From an optimization exercise on the open Yosys and OpenROAD flow, aimed at small area; shortcuts taken in it are not production practice. The RTL was checked by simulation tests, not by an equivalence proof against the original design.

==> design/flow/design.v <==
`timescale 1ns / 1ps
module debounce(
	 pb,
	 clock,
	 reset,
	 semnal
    );
	 input pb;
	 input clock;
	 input reset;
	 output semnal;
	 reg semnal;
	 reg semnal_d;
	 reg [7:0] count_d;
	 reg [7:0] count_q;
	always @(*) begin
		count_d[7:0] = {count_q[6:0],pb};
		if(count_d[7:0] == 8'b00000000)begin
			semnal_d = 1'b0;
		end else begin
			if(count_d[7:0] == 8'b11111111) begin
				semnal_d = 1'b1;
			end else begin
				semnal_d = semnal;
			end
		end
	end
	always@(posedge clock) begin
		if(reset == 1'b1) begin
			count_q <= 8'b00000000;
			semnal <= 1'b0;
		end else begin
			count_q <= count_d; 
			semnal <= semnal_d;
		end
	end	
endmodule
`timescale 1ns / 1ps
module rising_edge(
	clk,               
	reset,
	signal_in,   
	signal_out       
    );
input clk;
input reset;
input signal_in;
output signal_out;
reg  signal_d;
always@(posedge clk)begin
	if(reset == 1'b1)
		signal_d <= 1'b0;
	else
		signal_d <= signal_in;
end
assign signal_out = (!signal_d) && signal_in;
endmodule
`timescale 1ns / 1ps
module falling_edge(
	clk,               
	reset,
	signal_in,   
	signal_out       
    );
input clk;
input reset;
input signal_in;
output signal_out;
reg  signal_d;
always@(posedge clk)begin
	if(reset == 1'b1)
		signal_d <= 1'b0;
	else
		signal_d <= signal_in;
end
assign signal_out = (signal_d) && (!signal_in);
endmodule
`timescale 1ns / 1ps
module semnale_peclock(
	clock,
	reset,  
	b1,
	b2,
	b3,
	lung_1,
	lung_2,
	lung_3,
	scurt_1,
	scurt_2,
	scurt_3
    );
	 input clock;
	 input reset;
	 input b1;
	 input b2;
	 input b3;
	 output lung_1;
	 output lung_2;
	 output lung_3;
	 output scurt_1;
	 output scurt_2;
	 output scurt_3;
	 reg [3:0] counter_1;	      
	 reg [3:0] counter_2;								            
	 reg [3:0] counter_3;
	 wire b1_d;
	 wire b2_d;
	 wire b3_d;
	 wire s1;
	 wire s2;
	 wire s3;
	 wire l1;
	 wire l2;
	 wire l3;
	reg lung_1;
	reg lung_2;
	reg lung_3;
	reg scurt_1;
	reg scurt_2;
	reg scurt_3;
	reg lung_1_i;
	reg lung_2_i;
	reg lung_3_i;
	reg scurt_1_i;
	reg scurt_2_i;
	reg scurt_3_i;
	 reg [1:0] n1;  
	 reg [1:0] n2;    
	 reg [1:0] n3;    
	 reg [1:0] n1_o;
	 reg [1:0] n2_o;
	 reg [1:0] n3_o;
	 debounce d1(
	 .pb(b1),
	 .clock(clock),
	 .reset(reset),
	 .semnal(b1_d));
	 debounce d2(
	 .pb(b2),
	 .clock(clock),
	 .reset(reset),
	 .semnal(b2_d));
	 debounce d3(
	 .pb(b3),
	 .clock(clock),
	 .reset(reset),
	 .semnal(b3_d));
	rising_edge R1(
	.clk(clock),               
	.reset(reset),
	.signal_in(b1_d),   
	.signal_out(s1) );
	rising_edge R2(
	.clk(clock),               
	.reset(reset),
	.signal_in(b2_d),   
	.signal_out(s2) );
	rising_edge R3(
	.clk(clock),               
	.reset(reset),
	.signal_in(b3_d),   
	.signal_out(s3) );
	falling_edge F1(
	.clk(clock),               
	.reset(reset),
	.signal_in(b1_d),   
	.signal_out(l1) );
	falling_edge F2(
	.clk(clock),               
	.reset(reset),
	.signal_in(b2_d),   
	.signal_out(l2) );
	falling_edge F3(
	.clk(clock),               
	.reset(reset),
	.signal_in(b3_d),   
	.signal_out(l3) );
 always@(*)begin
		lung_1_i = lung_1;
		lung_2_i = lung_2;
		lung_3_i = lung_3;
		scurt_1_i = scurt_1;
		scurt_2_i = scurt_2;
		scurt_3_i = scurt_3;
		n1 = n1_o;
		n2 = n2_o;
		n3 = n3_o;
		case(n1_o) 
		'd2:begin
			lung_1_i = 'd1;
			n1 = 'd0;
			end
		'd1:begin 
			if(counter_1 == 4'b1111) begin
				n1 = 'd2;
			end else begin
				if(l1 == 'd1)begin
					scurt_1_i = 'd1;
					n1 = 'd0;
				end
			end
			end
		'd0:begin
			scurt_1_i = 'd0;
			lung_1_i = 'd0;
			if(s1 == 'd1) begin
				n1 = 'd1;
			end
			end
		endcase 
		case(n2_o) 
		'd2:begin
			lung_2_i = 'd1;
			n2 = 'd0;
			end
		'd1:begin 
			if(counter_2 == 4'b1111) begin
				n2 = 'd2;
			end else begin
				if(l2 == 'd1)begin
					scurt_2_i = 'd1;
					n2 = 'd0;
				end
			end
			end
		'd0:begin
			scurt_2_i = 'd0;
			lung_2_i = 'd0;
			if(s2 == 'd1) begin
				n2 = 'd1;
			end			
			end
		endcase 
		case(n3_o) 
		'd2:begin
			lung_3_i = 'd1;
			n3 = 'd0;
			end
		'd1:begin 
			if(counter_3 == 4'b1111) begin
				n3 = 'd2;
			end else begin
				if(l3 == 'd1)begin
					scurt_3_i = 'd1;
					n3 = 'd0;
				end
			end
			end
		'd0:begin
			scurt_3_i = 'd0;
			lung_3_i = 'd0;
			if(s3 == 'd1) begin
				n3 = 'd1;
			end			
			end
		endcase 
 end
 always@(posedge clock)begin
	if(reset == 'd1) begin
		lung_1 <= 'd0;
		lung_2 <= 'd0;
		lung_3 <= 'd0;
		scurt_1 <= 'd0;
		scurt_2 <= 'd0;
		scurt_3 <= 'd0;
		n1_o <= 0;
		n2_o <= 0;
		n3_o <= 0;
		counter_1 <= 'd0;
		counter_2 <= 'd0;
		counter_3 <= 'd0;
	end else begin
		if(n2 == 'd1) begin 
			counter_2 <= counter_2 +'d1;
		end else begin
			counter_2 <= 'd0;
		end
		if(n3 == 'd1) begin
			counter_3 <= counter_3 +'d1;
		end else begin
			counter_3 <= 'd0;
		end
		if(n1 == 'd1) begin 
			counter_1 <= counter_1 +'d1;
		end else begin
			counter_1 <= 'd0;
		end
		lung_1 <= lung_1_i;
		lung_2 <= lung_2_i;
		lung_3 <= lung_3_i;
		scurt_1 <= scurt_1_i;
		scurt_2 <= scurt_2_i;
		scurt_3 <= scurt_3_i;
		n1_o <= n1;
		n2_o <= n2;
		n3_o <= n3;
	end
 end
endmodule
`timescale 1ns / 1ps
module control_top(
	clock,
	reset,  
	b1,
	b2,
	b3,
	semnal_setare,
	semnal_setare_a,
	semnal_stop,
	semnal_b1,
	semnal_b2
    );
	 input clock;
	 input reset;
	 input b1;
	 input b2;
	 input b3;
	 output semnal_setare;
	 output semnal_setare_a;
	 output semnal_stop;
	 output semnal_b1;
	 output semnal_b2;
	 reg semnal_setare;
	 reg semnal_setare_a;
	 reg semnal_stop;
	 reg semnal_b1;
	 reg semnal_b2;	 
	 wire lung_1;
	 wire lung_2;
	 wire lung_3;
	 wire scurt_1;
	 wire scurt_2;
	 wire scurt_3;
	parameter S_ID  = 2'b00;  
	parameter S_CE = 2'b01;
	parameter S_AL = 2'b10;
	parameter S_ST = 2'b11;
	reg [1:0] S_MAIN;
	semnale_peclock PC(
	.clock(clock),
	.reset(reset),  
	.b1(b1),
	.b2(b2),
	.b3(b3),
	.lung_1(lung_1),
	.lung_2(lung_2),
	.lung_3(lung_3),
	.scurt_1(scurt_1),
	.scurt_2(scurt_2),
	.scurt_3(scurt_3)
 );
	always@(posedge clock) begin
		if(reset == 'd1)begin
			semnal_setare <= 'd0;
			semnal_setare_a <= 'd0;
			semnal_stop <= 'd0;
			semnal_b1 <= 'd0;
			semnal_b2 <= 'd0;
			S_MAIN <= S_ID;
		end else begin
		case(S_MAIN) 
		S_ID:begin
			if(lung_3 == 'd1)begin
				semnal_stop <= 'd1;
			end else begin
				semnal_stop <= 'd0;
			end
			semnal_setare <= 'd0;
			semnal_setare_a <= 'd0;
			semnal_b1 <= 'd0;
			semnal_b2 <= 'd0;
			if(lung_1 == 'd1)begin
				S_MAIN <= S_CE;
			end else begin
				if(lung_2 == 'd1) begin
					S_MAIN<= S_AL;
				end
			end	
		end
		S_CE:begin
			semnal_setare <= 'd1;
			if(lung_3 == 'd1)begin
				semnal_stop <= 'd1;
				S_MAIN <= S_ID;
			end else begin
				if(lung_1 == 'd1 || scurt_1 == 'd1)begin
					semnal_b1 <= 'd1;
					S_MAIN <= S_CE;
				end else begin
					if(lung_2 == 'd1 || scurt_2 == 'd1) begin
						semnal_b2 <= 'd1;
						S_MAIN <= S_CE;
					end else begin
						semnal_b1 <= 'd0;
						semnal_b2 <= 'd0;
					end
				end	
			end
		end
		S_AL:begin
			semnal_setare_a <= 'd1;
			if(lung_3 == 'd1)begin
				semnal_stop <= 'd1;
				S_MAIN <= S_ID;
			end else begin
				if(lung_1 == 'd1 || scurt_1 == 'd1)begin
					semnal_b1 <= 'd1;
					S_MAIN <= S_AL;
				end else begin
					if(lung_2 == 'd1 || scurt_2 == 'd1) begin
						semnal_b2 <= 'd1;
						S_MAIN <= S_AL;
					end else begin
						semnal_b1 <= 'd0;
						semnal_b2 <= 'd0;
					end
				end	
			end
		end
		endcase
	end
	end
endmodule
`timescale 1ns / 1ps
module counter_timp(
     timp_ore1,
	  timp_minute1, 
	  timp_ore2,
	  timp_minute2,
	  ore,
	  minute,
     load_1,    
     load_2,	 
	  clock,
	  reset
    );
	 input [4:0] timp_ore1;
	 input [5:0] timp_minute1; 
	 input [4:0] timp_ore2;
	 input [5:0] timp_minute2;
	 input load_1;
	 input load_2;
	 input clock;
	 input reset;
	 output [4:0] ore;
	 output [5:0] minute;
	 reg [4:0] out_ore;
	 reg [5:0] out_minute;
	 reg [5:0] minute;
	 reg [4:0] ore;
	 reg [26:0] counter;
	 reg [26:0] counter_out;
always @ (*) begin
	out_ore = ore;
	out_minute = minute;
	counter_out = counter;
	if( counter == 'd50) begin  
		counter_out = 'd0;
			if(ore == 'd23 && minute == 'd59)  begin  
				out_ore = 'd0;
				out_minute = 'd0;
			end else
				if(minute == 'd59)  begin  
					out_ore = out_ore + 'd1;
					out_minute = 'd0;
				end else begin
					out_minute = out_minute + 'd1;
				end
	 end
end
always @ (posedge clock) begin 
 if (reset == 1'b1) begin
		  minute <= 'd0;
		  ore <= 'd0;
		  counter <= 'd0;
    end else begin 
		if (load_1 == 1'b1) begin
		  ore <=    timp_ore1;
		  minute <=  timp_minute1;
		end else begin
			if (load_2 == 1'b1) begin
				ore <=    timp_ore2;
				minute <=  timp_minute2;
			end else begin
				ore <= out_ore;
				minute <= out_minute;
				counter <= counter_out + 'd1;
			end
		end
	 end 
end	 
 endmodule  
`timescale 1ns / 1ps
module display_onedigit(
    input  [3:0]x,
    output reg [6:0]z
    );
always @*
    case (x)
    4'b0000 :      	 
        z = 7'b1111110;
    4'b0001 :    		 
        z = 7'b0110000  ;
    4'b0010 :  		 
        z = 7'b1101101 ; 
    4'b0011 : 		 
        z = 7'b1111001 ;
    4'b0100 :		 
        z = 7'b0110011 ;
    4'b0101 :		 
        z = 7'b1011011 ;  
    4'b0110 :		 
        z = 7'b1011111 ;
    4'b0111 :		 
        z = 7'b1110000;
    4'b1000 :     		  
        z = 7'b1111111;
    4'b1001 :    		 
        z = 7'b1111011 ;
    4'b1010 :  		 
        z = 7'b1110111 ; 
    4'b1011 : 		 
        z = 7'b0011111;
    4'b1100 :		 
        z = 7'b1001110 ;
    4'b1101 :		 
        z = 7'b0111101 ;
    4'b1110 :		 
        z = 7'b1001111 ;
    4'b1111 :		 
        z = 7'b1000111 ;
endcase
endmodule
`timescale 1ns / 1ps
module display_fourdigit(
    minute,
    ore,
	 clock,
	 reset,
    digit_select,
    digit_display
    );
	 input [5:0] minute;
    input [4:0] ore;
	 input clock;
	 input reset;
    output [3:0] digit_select;
    output [6:0] digit_display;
	 reg [3:0] digit_select;
	 reg [3:0] digit_value;
	 reg [1:0] counter;
	 always@(posedge clock) 
	 begin	 
	 if(reset == 'd1) begin
		counter <= 'd0;
		end
	 else if(counter == 'd3) begin
		counter <= 'd0;
		end
	 else begin 
		counter <= counter + 'd1;
		end 
	 end
	 always@(*) begin
		case(counter)
		'd0:begin 
			digit_select = 4'b0111;
			if(ore < 'd10) begin
				digit_value = 'd0;
			end else begin
				if(ore < 'd20) begin
					digit_value = 'd1;
				end else begin
					digit_value = 'd2;
				end
			end		
		end
		'd1:begin 
			digit_select = 4'b1011;
			if(ore < 'd10) begin
				digit_value = ore[3:0] ;
			end else begin
				if(ore < 'd20) begin
					digit_value = ore - 'd10;
				end else begin
					digit_value = ore - 'd20;
				end
			end		
		end
		'd2:begin
			digit_select = 4'b1101;
			if(minute <= 'd10) begin
				digit_value = 'd0;
			end else begin
				if(minute <= 'd20) begin
					digit_value = 'd1;
				end else begin
					if(minute < 'd30) begin
						digit_value = 'd2;
				   end else begin
						if(minute < 'd40)begin
							digit_value = 'd3;
						end else begin
							if(minute < 'd50) begin
								digit_value = 'd4;
							end else begin
								digit_value = 'd5;
							end		
						end
					end
				end
			end				
		end
		'd3:begin
			digit_select = 4'b1110;	
			if(minute <= 'd10) begin
				digit_value = minute[3:0];
			end else begin
				if(minute <= 'd20) begin
					digit_value = minute - 'd10;
				end else begin
					if(minute < 'd30) begin
						digit_value = minute - 'd20;
				   end else begin
						if(minute < 'd40)begin
							digit_value = minute - 'd30;
						end else begin
							if(minute < 'd50) begin
								digit_value = minute - 'd40;
							end else begin
								digit_value = minute - 'd50;
							end		
						end
					end
				end
			end
		end
		endcase
	 end
	 	display_onedigit D1(
		.x(digit_value),
		.z(digit_display)
		);
endmodule
`timescale 1ns / 1ps
module display(
    minute,
    ore,
	 minute_setare,
	 ore_setare,
	 semnal_setare,
	 semnal_setare_a,
	 clock,
	 reset,
    digit_select,
    digit_display
    );
	 input [5:0] minute;
    input [4:0] ore;
	 input [5:0] minute_setare;
    input [4:0] ore_setare;
	 input semnal_setare;
	 input semnal_setare_a;
	 input clock;
	 input reset;
    output [3:0] digit_select;
    output [6:0] digit_display;
	 reg [4:0] ore_i;
	 reg [5:0] minute_i;
	always@(posedge clock) begin
	 if(reset == 'd1) begin
		ore_i <= 'd0;
		minute_i <= 'd0;
	 end else if(semnal_setare == 'd1 || semnal_setare_a == 'd1) begin
		ore_i <= ore_setare;
		minute_i <= minute_setare;
	 end else begin
	 	ore_i <= ore;
		minute_i <= minute;
	 end
	 end
	 display_fourdigit f2(
	 .minute(minute_i),
    .ore(ore_i),
	 .clock(clock),
	 .reset(reset),
    .digit_select(digit_select),
    .digit_display(digit_display)
	 );
endmodule
`timescale 1ns / 1ps
module setare(   
	clock,
	reset,      
	semnal_setare,
	semnal_setare_a,
	semnal_b1,
	semnal_b2,
	semnal_stop,
	ore,
	minute,
	load_alarma,
	load_timp
    );
	input clock;
	input reset;	
	input semnal_setare;     
	input semnal_setare_a;   
	input semnal_b1;         
	input semnal_b2;         
	input semnal_stop;       
	output [4:0] ore;     
	output [5:0] minute;
	output load_alarma;
	output load_timp;
	reg [4:0] ore;          
	reg [5:0] minute;
	reg load_alarma;   
	reg load_timp;
	always@(posedge clock)begin
	if(reset == 'd1)begin
		ore <= 'd0;
		minute <= 'd0;
		load_alarma <= 'd0;
		load_timp <= 'd0;
	end else begin	
		if(semnal_stop) begin
				if(semnal_setare) begin
					load_timp <= 'd1;
				end else begin
					if(semnal_setare_a)begin
						load_alarma <= 'd1;
					end	
				end
		end else begin 
			load_alarma <= 'd0;      
			load_timp <= 'd0;
			if(semnal_setare == 'd1 || semnal_setare_a == 'd1) begin 
				if(semnal_b1) begin
					if(ore == 'd23) begin
						ore <= 'd0;
					end else begin
						ore <= ore + 'd1;
					end		
				end 
				if(semnal_b2) begin
					if(minute == 'd59) begin
						minute <= 'd0;
					end else begin
						minute <= minute + 'd1;
					end
				end
			end else begin
				ore <= 'd0;
				minute <= 'd0;
			end
		end	
	end
end	
endmodule
`timescale 1ns / 1ps
module uart(
    input i_clock,
    input i_reset,
    input i_rx_serial,
    output i_rx_dv,
    output [7:0] i_rx_byte      
);
parameter CLKS_PER_BIT  = 'd16;
parameter S_IDLE  = 3'b000;  
parameter S_RX_START_BIT = 3'b001;
parameter S_RX_DATA_BITS = 3'b010;
parameter S_RX_STOP_BIT  = 3'b011;
parameter S_CLEANUP = 3'b100;
reg r_rx_data_r;
reg r_rx_data;
reg [7:0] r_clock_count;
reg [2:0] r_bit_index;  
reg [7:0] r_rx_byte;  
reg r_rx_dv;
reg [2:0] R_SM_MAIN;
always @(posedge i_clock)begin
    if (i_reset == 1'b1) begin
        r_rx_data_r <= 1'b1;
        r_rx_data <= 1'b1;
    end else begin
        r_rx_data_r <= i_rx_serial;
        r_rx_data <= r_rx_data_r;
    end
    end
always @(posedge i_clock) begin
    if (i_reset == 1'b1) begin
        r_clock_count <= 0;
        r_bit_index <= 0;
        r_rx_byte <= 0;
        r_rx_dv <= 1'b0;
        R_SM_MAIN <= S_IDLE;
    end else
    case (R_SM_MAIN)
    S_IDLE :
        begin
        r_rx_dv  <= 1'b0;
        r_clock_count <= 0;
        r_bit_index <= 0;
        if (r_rx_data == 1'b0)       
            R_SM_MAIN <= S_RX_START_BIT;
        else
            R_SM_MAIN <= S_IDLE;
        end
    S_RX_START_BIT :
        begin
        if (r_clock_count == (CLKS_PER_BIT-1)/2)
            begin
            if (r_rx_data == 1'b0)
                begin
                r_clock_count <= 0;  
                R_SM_MAIN <= S_RX_DATA_BITS;
                end
            else
                R_SM_MAIN <= S_IDLE;
            end
        else
            begin
            r_clock_count <= r_clock_count + 1;
            R_SM_MAIN <= S_RX_START_BIT;
            end
        end 
    S_RX_DATA_BITS :
        begin
        if (r_clock_count < CLKS_PER_BIT-1)
            begin
            r_clock_count <= r_clock_count + 1;
            R_SM_MAIN <= S_RX_DATA_BITS;
            end
        else
            begin
            r_clock_count <= 0;
            r_rx_byte[r_bit_index] <= r_rx_data;
            if (r_bit_index < 7)
                begin
                r_bit_index <= r_bit_index + 1;
                R_SM_MAIN <= S_RX_DATA_BITS;
                end
            else
                begin
                r_bit_index <= 0;
                R_SM_MAIN <= S_RX_STOP_BIT;
                end
            end
        end 
    S_RX_STOP_BIT :
        begin
        if (r_clock_count < CLKS_PER_BIT-1)
            begin
            r_clock_count <= r_clock_count + 1;
            R_SM_MAIN <= S_RX_STOP_BIT;
            end
        else
            begin
            r_rx_dv <= 1'b1;
            r_clock_count <= 0;
            R_SM_MAIN <= S_CLEANUP;
            end
        end 
    S_CLEANUP :
        begin
        R_SM_MAIN <= S_IDLE;
        r_rx_dv <= 1'b0;
        end
    default :
        R_SM_MAIN <= S_IDLE;
    endcase
end
assign i_rx_dv = r_rx_dv;
assign i_rx_byte = r_rx_byte;
endmodule 
`timescale 1ns / 1ps
module uart_top(
        reset,
        clock,
        i_rx_serial,
        minute,
        ore,
        load	
);
    input reset;
    input clock;
    input i_rx_serial;
    output [5:0] minute;
    output [4:0] ore;
    output load;	 
    reg [1:0] count;
    reg [1:0] count_c;	 
    reg [4:0] ore_iner;
    reg [5:0] minute_iner;
	 reg [4:0] ore;
    reg [5:0] minute;
    reg i_rx_dv;
    wire rx_dv;
    reg [7:0] i_rx_byte;
    wire[7:0] rx_byte;
	 reg load;  
	 reg load_c;
uart U1(
    .i_clock(clock),
    .i_reset(reset),
    .i_rx_serial(i_rx_serial),
    .i_rx_dv(rx_dv),
    .i_rx_byte(rx_byte)
);
always@(posedge clock) begin
	if(reset == 1) begin
	    ore <= 'd0;
        minute <= 'd0;
        count <='d0;
        i_rx_dv <= 'd0;
        i_rx_byte <= 'd0;
        ore_iner <= 'd0;
        minute_iner <= 'd0;
        load <= 'd0;
	end else begin
		count <= count_c;
		i_rx_dv <= rx_dv;
		i_rx_byte <= rx_byte; 
		load <= load_c;
		if(count == 'd1 && i_rx_dv == 'd1) begin
			ore_iner <= i_rx_byte[4:0];
		end
		if(count == 'd2 && i_rx_dv == 'd1) begin
			minute_iner <= i_rx_byte[5:0];
		end
		if(load_c == 'd1) begin
			ore <= ore_iner;
			minute <= minute_iner;
		end
	end
end
always@(*) begin
	count_c = 'd0;
	load_c = 'd0;
	case (count)
	'd0:
		begin
			if(i_rx_dv == 'd0)begin
				count_c = 'd0;
			end else begin 
				if(i_rx_byte == 8'hff) begin
					count_c ='d1;
				end
			end 
		end
	'd1:
		begin
			if(i_rx_dv == 'd0)begin
				count_c = 'd1;
			end else begin 
				count_c = 'd2;	
 			end 
		end
	'd2:
		begin
			if(i_rx_dv == 'd0)begin
				count_c = 'd2;
			end else begin 
				count_c = 'd3;
 			end 
		end
	'd3:
		begin
			if(i_rx_dv == 'd0)begin
				count_c = 'd3;
			end else begin 
				if(i_rx_byte == 8'hff) begin
					load_c = 'd1;
				end
				count_c ='d0;
 			end 
		end
	endcase
end
endmodule
`timescale 1ns / 1ps
module alarma_top(
	clock,
	reset,
	minute_counter,
	ore_counter,
	load,         
	minute_setare,
	ore_setare,
	stop,         
	led,
	led2
    );
	input stop; 
	input clock;
	input reset;
	input [5:0]minute_counter;
	input [4:0]ore_counter;
	input load;
	input [5:0]minute_setare;
	input [4:0]ore_setare;
	output led;
	output led2;
	reg [5:0]minute_alarma;
	reg [5:0]minute_alarma_i;
	reg [4:0]ore_alarma;
	reg [4:0]ore_alarma_i;
	reg semnal;	 
   reg semnal_i;
	reg led;
	reg led2;
	always@(*) begin
		minute_alarma = minute_alarma_i;
		ore_alarma = ore_alarma_i;
		semnal = semnal_i;		
			if(minute_alarma_i == minute_counter && ore_alarma_i == ore_counter)begin  
				semnal = 'd1;
			end else begin
				if(semnal_i == 'd1 && minute_alarma_i != minute_counter)begin  
					semnal ='d0;
					if(ore_alarma_i == 'd23 && minute_alarma_i >= 'd50)  begin  
							ore_alarma = 'd0;
							minute_alarma = minute_alarma - 'd50;
					end else begin 
							if(minute_alarma_i >= 'd50)  begin           
								ore_alarma = ore_alarma + 'd1;
								minute_alarma = minute_alarma - 'd50;
							end else begin
								minute_alarma = minute_alarma + 'd10;
							end
					end
				end
			end
	end
	always@(posedge clock)begin 
		if(reset == 'd1) begin
			minute_alarma_i <= 6'b111111;
			ore_alarma_i <= 5'b11111;
			semnal_i <= 'd0;
			led <= 'd0;
			led2 <= 'd0;
		end else if(stop == 'd1) begin
			minute_alarma_i <= 6'b111111;
			ore_alarma_i <= 5'b11111;
			semnal_i <= 'd0;
			led <= 'd0;
		end else begin
			led2 <= semnal;
			minute_alarma_i <= minute_alarma;
			ore_alarma_i <= ore_alarma;
			semnal_i <= semnal;
			if(load == 'd1) begin
				led <= 'd1;
				minute_alarma_i <= minute_setare;
				ore_alarma_i <= ore_setare;
			end
		end
	end
	endmodule
`timescale 1ns / 1ps
module ceas_top(
		clock,
		reset,
		i_rx_serial,
		b1,
		b2,
		b3,
		digit_select,       
      digit_display,
		led,
		led2
    );
		input clock;
		input reset;
		input i_rx_serial;
		input b1;
		input b2;
		input b3;
		output [3:0] digit_select;
      output [6:0]digit_display;
		output led;
		output led2;
wire semnal_setare;
wire semnal_setare_a;
wire semnal_stop;
wire semnal_b1;
wire semnal_b2;
wire load_alarma;
wire load_timp_manual;
wire load_timp_uart;	
wire [4:0] ore_setare_out;
wire [5:0] minute_setare_out;
wire [4:0] ore_counter_out;
wire [5:0] minute_counter_out;
wire [4:0] ore_uart_out;
wire [5:0] minute_uart_out;
control_top C(
	.clock(clock),
	.reset(reset),                                                
	.b1(b1),
	.b2(b2),
	.b3(b3),
	.semnal_setare(semnal_setare),
	.semnal_setare_a(semnal_setare_a),
	.semnal_stop(semnal_stop),
	.semnal_b1(semnal_b1),
	.semnal_b2(semnal_b2)
);
counter_timp CT(
     .timp_ore1(ore_setare_out),
	  .timp_minute1(minute_setare_out), 
	  .timp_ore2(ore_uart_out),
	  .timp_minute2(minute_uart_out),
	  .ore(ore_counter_out),
	  .minute(minute_counter_out),
     .load_1(load_timp_manual),
     .load_2(load_timp_uart),
	  .clock(clock),
	  .reset(reset)
    );
display D(
    .minute(minute_counter_out),
    .ore(ore_counter_out),
	 .minute_setare(minute_setare_out),
	 .ore_setare(ore_setare_out),
	 .semnal_setare(semnal_setare),
	 .semnal_setare_a(semnal_setare_a),
	 .clock(clock),
	 .reset(reset),
    .digit_select(digit_select),
    .digit_display(digit_display)
    );	 
setare S(  
	 .clock(clock),
 	 .reset(reset),                              
	 .semnal_setare(semnal_setare),
	 .semnal_setare_a(semnal_setare_a),
	 .semnal_b1(semnal_b1),
	 .semnal_b2(semnal_b2),
	 .semnal_stop(semnal_stop),
	 .ore(ore_setare_out),
	 .minute(minute_setare_out),
	 .load_alarma(load_alarma),
	 .load_timp(load_timp_manual)
    );
uart_top U(  
	.reset(reset),
	.clock(clock),
	.i_rx_serial(i_rx_serial),
	.minute(minute_uart_out),
	.ore(ore_uart_out),
	.load(load_timp_uart)	
	);	 
alarma_top A(  
	 .clock(clock),
	 .reset(reset),
	 .minute_counter(minute_counter_out),
	 .ore_counter(ore_counter_out),
	 .load(load_alarma),        
	 .minute_setare(minute_setare_out),
	 .ore_setare(ore_setare_out),
	 .stop(semnal_stop),         
	 .led(led),
	 .led2(led2)
    );	 
endmodule
==> design/flow/run.sh <==
#!/bin/bash
# synth_recipe.tcl (not shown) runs the flow's synth.tcl, then flattens the netlist and writes it again
# the make line also repeats each setting of config.mk as NAME=value (left out here)
make -C /OpenROAD-flow-scripts/flow DESIGN_CONFIG=/design/flow/config.mk WORK_HOME=/design/flow/orfs CLKGATE_MAP_FILE= SYNTH_SCRIPT=/design/flow/synth_recipe.tcl finish
==> design/flow/config.mk <==
export PLATFORM = sky130hd
export DESIGN_NAME = ceas_top
export DESIGN_NICKNAME = ceas_top
export VERILOG_FILES = /design/flow/design.v
export SDC_FILE = /design/flow/constraint.sdc
export NUM_CORES = 4
export LEC_CHECK = 0
export CAP_MARGIN = 20
export CORE_MARGIN = 2
export CORE_UTILIZATION = 40
export SLEW_MARGIN = 20
==> design/flow/constraint.sdc <==
create_clock -name core_clock -period 10.0 [get_ports {clock}]
set_input_delay 2.0000 -clock core_clock [delete_from_list [all_inputs] [get_ports {clock}]]
set_output_delay 2.0000 -clock core_clock [all_outputs]
set_load 0.01 [all_outputs]
==> notes.md <==
final cells by class:
| class | count | area, µm² | area share (%) |
|---|---|---|---|
| Clock buffer | 19 | 443 | 4.24 |
| Clock inverter | 13 | 160 | 1.53 |
| Inverter | 43 | 161 | 1.55 |
| Multi-Input combinational cell | 822 | 5200 | 49.8 |
| Sequential cell | 194 | 3880 | 37.2 |
| Tap cell | 319 | 399 | 3.82 |
| Timing Repair Buffer | 20 | 193 | 1.85 |
cells in the mapped netlist (5+ instances only):
master / n
nor3b_1: 7
or3_1: 8
nor3_1: 30
nand3_1: 39
xnor2_1: 20
a211oi_1: 8
inv_1: 42
or2_2: 5
o21ai_0: 47
nor2b_1: 39
a31oi_1: 5
nand2b_1: 5
or4_1: 6
nor4_1: 9
a221oi_1: 6
and2_1: 7
clkbuf_1: 38
and4_1: 6
buf_1: 6
nand2_1: 103
nand3b_1: 8
and3_1: 19
nor2_1: 141
ha_1: 42
a41oi_1: 5
a21oi_1: 79
o211ai_1: 8
a22oi_1: 5
xor2_1: 33
nand4_1: 11
dfxtp_1: 194
mux2i_1: 44
report_power, final:
group	switching [mW]	internal, mW
sequential	0.0146	0.784
combinational	0.110	0.0643
clock	0.329	0.365
total	0.454	1.21
critical path, stage by stage (launching register included):
cell and delay (ns):
dfxtp_1 0.59, inv_1 0.16, ha_1 0.22, nand2b_1 0.17, o21ai_1 0.39, a31o_2 0.24
o21ai_0 0.12, nand2_1 0.25, inv_1 0.12, ha_1 0.31, nor2_1 0.04, a32o_1 0.26
a31oi_1 0.14, clkdlybuf4s50_1 0.55
state kept, by name, indices dropped and copies added (netlist names), 7 cells and up:
signal,cells
U.i_rx_byte,8
U.U1.r_clock_count,8
CT.counter,27
C.PC.d2.count_q,7
C.PC.d3.count_q,7
U.U1.r_rx_byte,8
C.PC.d1.count_q,7
path summary, 6_finish.rpt:
check | startpoint | to
setup / recovery | D.minute_i[3]$_SDFF_PP0_ | digit_display[3]
hold / removal | U.U1.r_rx_data_r$_SDFF_PP1_ | U.U1.r_rx_data$_SDFF_PP1_
setup reg to reg | CT.counter[12]$_SDFFE_PP0P_ | CT.counter[26]$_SDFFE_PP0P_
hold reg to reg | U.U1.r_rx_data_r$_SDFF_PP1_ | U.U1.r_rx_data$_SDFF_PP1_
metal layers:
| metal | vias to the layer above | track usage [%] | part of all wire (%) |
|---|---|---|---|
| met3 | 19 | 3.20 | 2.9 |
| li1 | 3869 | - | - |
| met1 | 3462 | 21.4 | 50 |
| met5 | - | 0 | 0 |
| met2 | 105 | 24.9 | 45 |
| met4 | 0 | 4.46 | 1.4 |
logic make-up after synthesis:
| logic type | share of synthesized area (%) |
|---|---|
| and+or+nand+nor | 24.2 |
| buffers and inverters | 4.23 |
| xor gates and xnor gates | 4.89 |
| AOI/OAI and AO/OA | 15.2 |
| adders and majority gates | 5.54 |
| DFF | 40.9 |
| muxes | 5.00 |
==> reports/results.ini <==
[run_status]
outcome = no timing/DRC/antenna violations

[route]
drc = 0
drt-total-wl_um = 18800
wire_per_inst_um = 13.2
dr.pass1.iters = 4
antenna_left = 0
vias = 7455
drtIter0Drc = 444
vias_per_cell = 5.21

[placed_design]
gp_routability_congestion = 0.841
dpl.hpwl_um = 12900
place_area_um2 = 9840
port_buffers = 18
dpl.cell_count = 1398
place_ws_ns = 4.46

[timing]
tightest_slew_ns = 1.07
timing.fmax_mhz = 167
rsz0062_at_grt = no
relSlewSlack_pct = 27.9
period_share_pct = 60.0
setup_ws_ns = 4.00
clock_skew_ns = 0.0109
tns_ns = 0
hold_violations = 0
holdWs_ns = 0.415
setup_viol = 0
final_max_slew_viol_count = 0
period_needed_ns = 6.00

[synthesis]
ys_seq_area_share_pct = 40.9
avgSynthCellArea_um2 = 8.53
synth_top_area_share_pct = 40.9
async_reset_ff_share_pct = 0
synth_ff_type = dfxtp_1
synth.distinct_cells = 82
synthTopCellsByArea = dfxtp_1 41%, nor2_1 5.6%, ha_1 5.5%, mux2i_1 4.6%, a21oi_1 4.2%
yosysWarnings = 13
yosysTopAreaCell = dfxtp_1
syn-num-nets = 1160
synth-edff-count = 0
syn_area_um2 = 9490
syn_inst = 1112
ys_seq_elements = 194

[cells_and_area]
drive_gt1_share_pct = 6.39
fillCellCount = 2290
layout.nets = 1146
final_cell_mix = 194 x dfxtp_1, 141 x nor2_1, 103 x nand2_1
finalNonFillerCells = 1430
syn2layout_area_growth_pct = 10.1
layout_commonest_cell = dfxtp_1
antenna_cells = 0
final_area_um2 = 10400
final_util_pct = 44.6

[power]
ir_drop_uv = 115
cellLeakagePower_nw = 3.86
power.total_mw = 1.67
power.density_nw_per_um2 = 160

[clocking]
cts_tree = done
post_cts_buffers = 0
cts.sinks = 194
cts_resized = 0
cts.path.max_buffers = 2
cts_max_level = 4
cts_buffers = 17
path_clk_slew_ns = 0.08
insertion_delay_ns = 0.44
hold_buffers = 0
cts_root_buf = clkbuf_16

[die]
fp-row-count = 56
die_width_um = 158
die_area_um2 = 25000
fp.dieH_um = 158
ios = 19
start_util_pct = 40.5
coreArea_um2 = 23400

[job]
maxCapViolCount = 0

[critical_path]
r2r_cells = 10
cp-start-kind = flop
crit_type = reg2out
cp-end-kind = primary output
cp.arrival_ns = 4.00
path_max_fanout = 13
ff2ff_setup_slack_ns = 7.26
critical_path_required_ns = 8.00

[min_path]
hold_class = reg2reg
hold_path_depth = 1

[global_route]
grt_pass1_wl_um = 32000
overflow = 0
grt_use_total_pct = 15.6
grt_pass1_vias = 6644
grt_max_degree = 90
antenna_found_initial = 0

-- separate check: timing with driven ports --
No port has a modelled driver above. Below, the same layout with a new extraction and two added sets of constraints. Step 1: set_driving_cell puts a clkbuf_16 on clock and a buf_2 on each other input, an assumption about the parent block. Step 2 moves the port delays by t, midway between the first and last clock arrival at a register: inputs arrive t later, outputs are due t later. That takes back most of the time a late clock gives input paths. Three values: ideal, step 1, step 2; two values: the first two.
t (ns): 0.483
setup slack, ns: 4.002 / 3.956 / 4.439
hold WS [ns]: 0.415 / 0.415 / 0.415
slew at the worst register clock pin (ns): 0.08 / 0.08
After both steps setup and hold are still met in this run. The setup slack of this run moves by -0.046 ns with the drivers and by +0.437 ns with both steps.
